Context: an optimization exercise on an open-source flow, tuned for small area. The choices shown serve that exercise and are no tape-out recipe. In this exercise RTL edits were held to simulation tests only and were not proved equivalent to the original. The clock input has no modelled driver; a real chip could not lean on it and would need a root buffer or a full tree. No activity file was given, so power comes from the tool's default toggle rates.

Setup of job 6417:
==> flow/design.v (excerpt) <==
module FIR(
	input				clk,
	input				rst_n,
	input				clk_en,
	input  [15:0]	filter_in,
	output [15:0]	filter_out
);
Size in the first run: about 1000 cells after synthesis, roughly 35 I/O pins, about 0.012 mm^2 of cells after synthesis.
export LEC_CHECK = 0
export CAP_MARGIN = 20
export CORE_MARGIN = 2
export CORE_UTILIZATION = 50
export HOLD_SLACK_MARGIN = 0.1
export SLEW_MARGIN = 20
export SYNTH_HIERARCHICAL = 1
create_clock -name core_clock -period 6.0 [get_ports {clk}]
standard.sh (not shown) runs the stock make flow with config.mk's settings and CLKGATE_MAP_FILE= SYNTH_SCRIPT=/design/flow/synth_recipe.tcl, a recipe that flattens the netlist after the stock synthesis.
==> flow/flow/run.sh <==
#!/bin/bash
# Layout: the standard ORFS flow (standard.sh), with these changes passed to ORFS
# through its own variables and step hooks:
#  - the ports are buffered with the smallest buffer (buf_1) instead of the flow's default;
#  - clock tree synthesis uses clkbuf_8 buffers and inserts no dummy loads;
#  - useful skew: the output registers out[*] are clocked from the root of the clock tree
#    through a chain of delay cells (flow/skew_cts.tcl, after clock tree synthesis), which
#    gives the paths from the delay line into them more time; before clock tree synthesis
#    the same skew is given to the timing-driven steps as ideal clock latency
#    (flow/skew_pre.tcl).  The paths from out[*] to the ports have ample slack.
# The full output of the flow goes to flow.log in this folder; ORFS keeps each step's log
# under orfs/logs/.
set -euo pipefail
HERE=$(pwd)
export BUFFER_PORTS_ARGS="-buffer_cell sky130_fd_sc_hd__buf_1"
export CTS_ARGS="-sink_clustering_enable -repair_clock_nets -buf_list sky130_fd_sc_hd__clkbuf_8 -dont_use_dummy_load"
export SKEW_CHAIN="dlygate4sd3_1 dlygate4sd3_1 clkbuf_8"
export SKEW_SEL_NDLY=1
export SKEW_IDEAL_NS=1.15
export PRE_FLOORPLAN_TCL=$HERE/flow/skew_pre.tcl
export POST_CTS_TCL=$HERE/flow/skew_cts.tcl
export SKIP_CTS_REPAIR_TIMING=1
bash standard.sh > flow.log 2>&1
==> flow/flow/skew_pre.tcl <==
# Hook before floorplanning: the output registers will be clocked late (see skew_cts.tcl);
# tell the timing-driven steps before clock tree synthesis about it as ideal clock latency.
set skew_pins {}
foreach inst [get_cells *] {
  set ref [get_property $inst ref_name]
  if { [string match "out*" [get_property $inst name]] && [string match "sky130_fd_sc_hd__df*" $ref] } {
    lappend skew_pins [get_pins -of_objects $inst -filter "name == CLK"]
  }
}
puts "skew: [llength $skew_pins] output registers get ideal clock latency $::env(SKEW_IDEAL_NS) ns"
set_clock_latency $::env(SKEW_IDEAL_NS) $skew_pins
Other scripts of this flow, unchanged in this note and not shown: flow/flow/skew_cts.tcl
Job 6417: flow completed, timing, DRC and antenna clean
Modified inputs, job 1711 compared to job 6417
--- a/flow/flow/run.sh
+++ b/flow/flow/run.sh
@@ -16,5 +16,5 @@
 export CTS_ARGS="-sink_clustering_enable -repair_clock_nets -buf_list sky130_fd_sc_hd__clkbuf_8 -dont_use_dummy_load"
-export SKEW_CHAIN="dlygate4sd3_1 dlygate4sd3_1 clkbuf_8"
+export SKEW_CHAIN="dlygate4sd3_1 dlygate4sd3_1 dlygate4sd1_1 dlygate4sd1_1 clkbuf_8"
 export SKEW_SEL_NDLY=1
-export SKEW_IDEAL_NS=1.15
+export SKEW_IDEAL_NS=1.65
 export PRE_FLOORPLAN_TCL=$HERE/flow/skew_pre.tcl
### Flow results
Going from job 6417 to job 1711, combinational fraction of design power shows a reduction of 0.7 points, weighted congestion reported at the end of routability-driven placement shows a reduction of 2.8%. The final cell count was comparable across job 1711 and job 6417. Worst setup slack after placement for job 1711: 300 ps up relative to job 6417. On first-pass GRT wire length, job 1711 tracks job 6417 almost exactly. On job 1711: wire length is 0.50% lower than what job 6417 gave.
Setup changes, job 1711 to job 3493
--- a/flow/flow/run.sh
+++ b/flow/flow/run.sh
@@ -16,5 +16,5 @@
 export CTS_ARGS="-sink_clustering_enable -repair_clock_nets -buf_list sky130_fd_sc_hd__clkbuf_8 -dont_use_dummy_load"
-export SKEW_CHAIN="dlygate4sd3_1 dlygate4sd3_1 dlygate4sd1_1 dlygate4sd1_1 clkbuf_8"
+export SKEW_CHAIN="dlygate4sd3_1 dlygate4sd3_1 dlygate4sd3_1 dlygate4sd1_1 clkbuf_8"
 export SKEW_SEL_NDLY=1
-export SKEW_IDEAL_NS=1.65
+export SKEW_IDEAL_NS=2.0
 export PRE_FLOORPLAN_TCL=$HERE/flow/skew_pre.tcl
Results
Status | job 3493 and job 1711 | clean
Comparing job 3493 with job 1711, the number of instances in the synthesized netlist came out essentially unchanged.
Routed wire length on job 3493 is behind job 1711.
The more densely filled core belongs to job 3493, not job 1711.
On complex-gate fraction of the synthesized area, job 3493 and job 1711 are basically level.
The share of total power in the clock network in job 3493 sits 0.6 points below the value recorded for job 1711.
Summary of job 3493 over job 1711: highest ir drop seen on vdd higher, fmax lower.
Job 1711 -> job 3493: number of stages on the worst setup path decreased by more than 10%

[static timing again, ports no longer ideal]
In the flow no input, the clock included, has a driving cell. The finished layouts below were timed again as built, in two steps.
Step 1 (the two cells are an assumption about what drives the block):
set clk [get_ports {clk}]
set_driving_cell -lib_cell sky130_fd_sc_hd__clkbuf_16 $clk
set_driving_cell -lib_cell sky130_fd_sc_hd__buf_2 [delete_from_list [all_inputs] $clk]
Step 2, shift: input delay + t, output delay - t, t = (earliest + latest rising clock arrival at the registers) / 2. This alone moves slack from input paths to output paths.
Three values: ideal ports, drivers, drivers and shift; two values: the first two.
run	t, ns	slack for setup (ns)	worst setup path after step 2	clock arrival spread, ns	worst data-port slew with drivers (ns)
job 6417	1.034	0.260 / 0.260 / 0.260	register to register	1.160 / 1.160	0.03
job 1711	1.235	0.428 / 0.428 / 0.428	register to register	1.552 / 1.552	0.03
job 3493	1.409	0.384 / 0.384 / 0.384	register to register	1.896 / 1.897	0.03
In every run listed the clock reaches the registers at very different times; t lies between them, and the last value is a rough guide only.
